This design comes from an exercise in tuning for small area, a short achievable clock period and few clock cycles per item on the open sky130 flow, not from production work.
Only simulation tests tie the RTL to the original design; equivalence was not proved.
Power and IR drop assume default switching activity.

== build 47 ==
Design action_config, start of the top module:
module action_config
#(parameter
    C_S_AXI_ADDR_WIDTH = 16,
    C_S_AXI_DATA_WIDTH = 32
)(
    input                                   clk                   ,
    input                                   resetn                 ,
    input  wire [C_S_AXI_ADDR_WIDTH-1:0]   s_axi_AWADDR,
    input  wire                            s_axi_AWVALID,
    output wire                            s_axi_AWREADY,
    input  wire [C_S_AXI_DATA_WIDTH-1:0]   s_axi_WDATA,
    input  wire [C_S_AXI_DATA_WIDTH/8-1:0] s_axi_WSTRB,
    input  wire                            s_axi_WVALID,
    output wire                            s_axi_WREADY,
    output wire [1:0]                      s_axi_BRESP,
    output wire                            s_axi_BVALID,
    input  wire                            s_axi_BREADY,
    input  wire [C_S_AXI_ADDR_WIDTH-1:0]   s_axi_ARADDR,
    input  wire                            s_axi_ARVALID,
    output wire                            s_axi_ARREADY,
    output wire [C_S_AXI_DATA_WIDTH-1:0]   s_axi_RDATA,
    output wire [1:0]                      s_axi_RRESP,
    output wire                            s_axi_RVALID,
    input  wire                            s_axi_RREADY,
    output reg [31:0]                      data_collection_mode     ,
    output reg [47:0]                      fpga_mac_addr            ,
    output reg [31:0]                      fpga_ipv4_addr           ,
    output reg [31:0]                      one_over_energy          ,
    output reg [31:0]                      frames_per_trigger       ,
    output reg [7:0]                       nmodules                 ,
    output reg [3:0]                       nstorage_cells           ,
    output reg                             data_collection_start    ,
    output reg                             data_collection_cancel   ,
    input                                  data_collection_idle     ,
    input                                  qsfpdd_modprs            ,
    input [6:0]                            hbm_temperature          ,
    input                                  hbm_temp_trip            ,
    input                                  apb_complete_0           ,
    input                                  pede2gain_data_fifo_empty  ,
  ...
For scale: roughly 1600 cells after synthesis, roughly 670 flip-flops, roughly 740 I/O pins.
clock: 4.0 ns
lec_check: 0
cap_margin: 20
core_margin: 2
core_utilization: 50
place_density: 0.75
setup_slack_margin: 2.0
slew_margin: 40
tns_end_percent: 0
standard.sh (not shown) runs the stock make flow with config.mk's settings and CLKGATE_MAP_FILE= SYNTH_SCRIPT=/design/flow/synth_recipe.tcl, a recipe that flattens the netlist after the stock synthesis.
==> flow/flow/run.sh <==
#!/bin/bash
# Standard ORFS flow, with small port buffers, large clock sink clusters and no CTS dummy loads.
set -e
export BUFFER_PORTS_ARGS="-buffer_cell sky130_fd_sc_hd__buf_1"
export CTS_ARGS="-sink_clustering_enable -repair_clock_nets -dont_use_dummy_load -sink_clustering_size 25 -sink_clustering_max_diameter 80"
bash standard.sh > standard.log 2>&1
Build 47 reached the end of the flow, and the finished layout is clean on the timing, DRC and antenna checks.
Testbench counts of build 47, summed over its fixed seeds: cycles 2,995, transactions 4,800.
Input changes introduced in build 77 (baseline for comparison: build 47):
Settings: a change of CORE_UTILIZATION from 50 to 45; a change of SLEW_MARGIN from 40 to 60.
--- a/flow/flow/run.sh
+++ b/flow/flow/run.sh
@@ -5 +5 @@
-export CTS_ARGS="-sink_clustering_enable -repair_clock_nets -dont_use_dummy_load -sink_clustering_size 25 -sink_clustering_max_diameter 80"
+export CTS_ARGS="-sink_clustering_enable -repair_clock_nets -dont_use_dummy_load -sink_clustering_size 16 -sink_clustering_max_diameter 60 -root_buf sky130_fd_sc_hd__clkbuf_16 -buf_list sky130_fd_sc_hd__clkbuf_8"
[summary]
The final layout from build 77, which completed every stage, passed the timing, DRC and antenna checks at the end of the flow. A first element of the critical path of rdata[21]$_SDFFCE_PN0P_ is what build 77 shows, while s_axi_ARADDR[2] belongs to build 47. Cell area after technology mapping essentially unchanged between build 47 and build 77. From build 47 to build 77 the numbers moved as follows: total power after layout went down 1.6%, number of instances resized during post-cts repair lower, setup slack moved up.
## Diff of input files: build 35 against build 77
Settings: CORE_UTILIZATION: 45 -> 50.
==> flow/flow/run.sh <==
#!/bin/bash
# Standard ORFS flow, with small port buffers, large clock sink clusters and no CTS dummy loads.
set -e
export BUFFER_PORTS_ARGS="-buffer_cell sky130_fd_sc_hd__buf_1"
export CTS_ARGS="-sink_clustering_enable -repair_clock_nets -dont_use_dummy_load -sink_clustering_size 12 -sink_clustering_max_diameter 50 -root_buf sky130_fd_sc_hd__clkbuf_16 -buf_list sky130_fd_sc_hd__clkbuf_8"
bash standard.sh > standard.log 2>&1
- Build 35 against build 77: critical path data required time moved up, power in the clock group up 17%, count of inserted antenna diode cells up 5, area growth from synthesis to final layout has decreased.
- In build 35 the number of global-route vias before repair turned out 110 lower than in build 77.
- Between build 77 and build 35, arrival time of data at the critical path endpoint is lower for build 77, build 35 comes in above that.
For build 20, these inputs were changed with respect to build 35:
Settings: CORE_UTILIZATION now 55, was 50.
==> flow/flow/run.sh <==
#!/bin/bash
# Standard ORFS flow, with small port buffers, large clock sink clusters and no CTS dummy loads.
set -e
export BUFFER_PORTS_ARGS="-buffer_cell sky130_fd_sc_hd__buf_1"
export CTS_ARGS="-sink_clustering_enable -repair_clock_nets -dont_use_dummy_load -sink_clustering_size 16 -sink_clustering_max_diameter 60 -root_buf sky130_fd_sc_hd__clkbuf_16 -buf_list sky130_fd_sc_hd__clkbuf_8"
bash standard.sh > standard.log 2>&1
Findings:
[compare] base=build 35 new=build 20: total power went down by 0.67 mW; number of cells on the worst reg-to-reg path went down by 1; global-route wire length before repair went down by about 1.8%; sequential share of power went up by 2.8 points; fill cell total of the finished layout went down by 601.
Startpoint of the most critical setup path: s_axi_ARADDR[2] -> build 35, s_axi_ARADDR[4] -> build 20
Run comparison: build 20 worst-path cell with the longest stage delay sky130_fd_sc_hd__buf_4; build 35 worst-path cell with the longest stage delay sky130_fd_sc_hd__a22oi_1
Re area of all placed cells without fillers: build 35 was higher than build 20.
Largest stage delay on the critical path: build 20 < build 35
Inputs modified between build 20 and build 66:
Settings: changing PLACE_DENSITY from 0.75 to 0.7; changing CORE_UTILIZATION from 55 to 50.
==> summary.txt <==
In terms of combinational power, build 20 and build 66 differ only marginally. Net switching component of the power in build 66 is about 1.5% higher than in build 20. Build 66 reports a higher final-layout fill cell count than build 20 does. Share of the clock period used by the worst path after layout, build 66 and build 20, higher one = build 66. From build 20 to build 66 the numbers moved as follows: top achievable clock speed went down about 1.8%; final design instance area without fill went up 320 µm².

========
run A:
action_config, a different RTL version from the one above (not shown whole).
Size: about 1600 cells after synthesis.
Design action_config, start of the top module:
module action_config
#(parameter
    C_S_AXI_ADDR_WIDTH = 16,
    C_S_AXI_DATA_WIDTH = 32
)(
    input                                   clk                   ,
    input                                   resetn                 ,
    input  wire [C_S_AXI_ADDR_WIDTH-1:0]   s_axi_AWADDR,
    input  wire                            s_axi_AWVALID,
    output wire                            s_axi_AWREADY,
    input  wire [C_S_AXI_DATA_WIDTH-1:0]   s_axi_WDATA,
    input  wire [C_S_AXI_DATA_WIDTH/8-1:0] s_axi_WSTRB,
    input  wire                            s_axi_WVALID,
    output wire                            s_axi_WREADY,
    output wire [1:0]                      s_axi_BRESP,
    output wire                            s_axi_BVALID,
    input  wire                            s_axi_BREADY,
    input  wire [C_S_AXI_ADDR_WIDTH-1:0]   s_axi_ARADDR,
    input  wire                            s_axi_ARVALID,
    output wire                            s_axi_ARREADY,
    output wire [C_S_AXI_DATA_WIDTH-1:0]   s_axi_RDATA,
    output wire [1:0]                      s_axi_RRESP,
    output wire                            s_axi_RVALID,
    input  wire                            s_axi_RREADY,
    output reg [31:0]                      data_collection_mode     ,
  ...
export LEC_CHECK = 0
export CAP_MARGIN = 20
export CORE_MARGIN = 2
export CORE_UTILIZATION = 50
export SETUP_SLACK_MARGIN = 2.0
export SLEW_MARGIN = 60
export TNS_END_PERCENT = 0
create_clock -name core_clock -period 4.0 [get_ports {clk}]
==> flow/flow/run.sh <==
#!/bin/bash
# Standard ORFS flow, with small port buffers, large clock sink clusters and no CTS dummy loads.
set -e
export BUFFER_PORTS_ARGS="-buffer_cell sky130_fd_sc_hd__buf_1"
export CTS_ARGS="-sink_clustering_enable -repair_clock_nets -dont_use_dummy_load -sink_clustering_size 25 -sink_clustering_max_diameter 80"
bash standard.sh > standard.log 2>&1
Testbench counts of run A, summed over its fixed seeds: cycles 2,995, transactions 4,800.
> inputs changed (run A -> run B)
Settings: PLACE_DENSITY now 0.75, previously not set.
[summary]
Run comparison: run B kind of critical path register to register; run A kind of critical path input port to register
In the tables for run A and run B, maximum frequency reads lower with run A.
Final wirelength on run B is down relative to run A.
Cmp run B vs run A: first-pass iteration count of the detailed router higher in run B
Setup WNS run A -> run B: better
The critical path depth of run B is higher than that of run A.
Run A ended up with s_axi_ARADDR[2] as its startpoint of the worst setup timing path; run B ended up with bcnt[1]$_SDFF_PN0_.
Cmp run B vs run A: filler cell count lower in run B
--- input diff run B..run C ---
Settings: changing SETUP_SLACK_MARGIN from 2.0 to 1.75; removing PLACE_DENSITY (formerly 0.75); removing TNS_END_PERCENT (formerly 0).
### Flow results
- Across both runs, global-route usage was higher for run C than for run B.
- Taking run B as the reference, in run C post-layout worst setup margin has decreased, routed wire length has remained practically unchanged, fraction of power consumed by the clock network has decreased, fraction of area in multi-input gates has remained practically unchanged.
- Part of the total power dissipated in combinational logic: run C vs run B down 0.7 points
- Relative to run B, endpoint required time on the critical path has increased by 0.07 ns in run C.
- Run C reached the final stage; the timing, DRC and antenna checks on its layout passed.
- Re utilization: run C is 1.4 points down on run B.
Input changes introduced in run D (baseline for comparison: run C):
Settings: putting PLACE_DENSITY at 0.75 where nothing was set; putting TNS_END_PERCENT at 0 where nothing was set; swapping 1.75 for 2.0 in SETUP_SLACK_MARGIN.
==> flow/flow/run.sh <==
#!/bin/bash
# Standard ORFS flow, with small port buffers, large clock sink clusters and no CTS dummy loads.
set -e
export BUFFER_PORTS_ARGS="-buffer_cell sky130_fd_sc_hd__buf_1"
export CTS_ARGS="-sink_clustering_enable -repair_clock_nets -dont_use_dummy_load -sink_clustering_size 16 -sink_clustering_max_diameter 60 -root_buf sky130_fd_sc_hd__clkbuf_16 -buf_list sky130_fd_sc_hd__clkbuf_8"
bash standard.sh > standard.log 2>&1
--- outcome ---
For run C, the type of the worst setup path was input port to register, unlike run D, where it was register to register.
As far as number of flip-flops and latches goes, run D and run C are indistinguishable; the numbers are identical.
Changes observed in run D relative to run C: share of power burned in registers higher; largest stage delay on the critical path now sits higher.
Run D against run C; met3 layer wire length in the routed design is up by a few percent.
Wire length: run C and run D compared, lower one is run C
Run D vs. run C: number of buffers added by the clock tree synthesis step went up by 50%.
Changes observed in run D relative to run C: number of iterations in the first detailed-routing pass saw a decrease; clock skew saw an increase.
Number of buffers on the longest clock path delta (run C -> run D): insignificant
Looking at the reports, run D completed the entire flow and the layout it produced met the timing, DRC and antenna checks.

## separate check: timing with driven ports
Ports are ideal in the flow. The routed layouts listed here were re-timed in OpenROAD. Step 1 sets driving cells, clkbuf_16 on the clock port and buf_2 on the other inputs (assumed; they add their load-dependent delay and slew). Step 2 times the ports against the registers' clock, not the clock port: input delays grow and output delays shrink by t, the midpoint of the rising clock arrivals with the driver on. Slacks: ideal / step 1 / step 2; pairs: ideal / step 1.
run | t (ns) | setup slack, ns | worst register clock-pin slew, ns | pins driven straight from the clock port
build 47 | 0.615 | 1.841 / 1.661 / 1.045 | 0.10 / 0.10 | 1
build 77 | 0.618 | 1.862 / 1.762 / 1.144 | 0.11 / 0.11 | 1
build 35 | 0.623 | 1.888 / 1.707 / 1.084 | 0.08 / 0.08 | 1
build 20 | 0.625 | 1.875 / 1.694 / 1.069 | 0.10 / 0.10 | 1
build 66 | 0.629 | 1.837 / 1.783 / 1.153 | 0.11 / 0.11 | 1
run A | 0.625 | 1.810 / 1.786 / 1.161 | 0.10 / 0.10 | 1
run B | 0.625 | 1.851 / 1.785 / 1.160 | 0.10 / 0.10 | 1
run C | 0.639 | 1.767 / 1.759 / 1.120 | 0.10 / 0.10 | 1
run D | 0.619 | 1.841 / 1.752 / 1.132 | 0.11 / 0.11 | 1
After both steps every run listed still meets setup and hold. The setup slack of build 20, which loses most, moves by -0.181 ns with the drivers and by -0.806 ns with both steps.
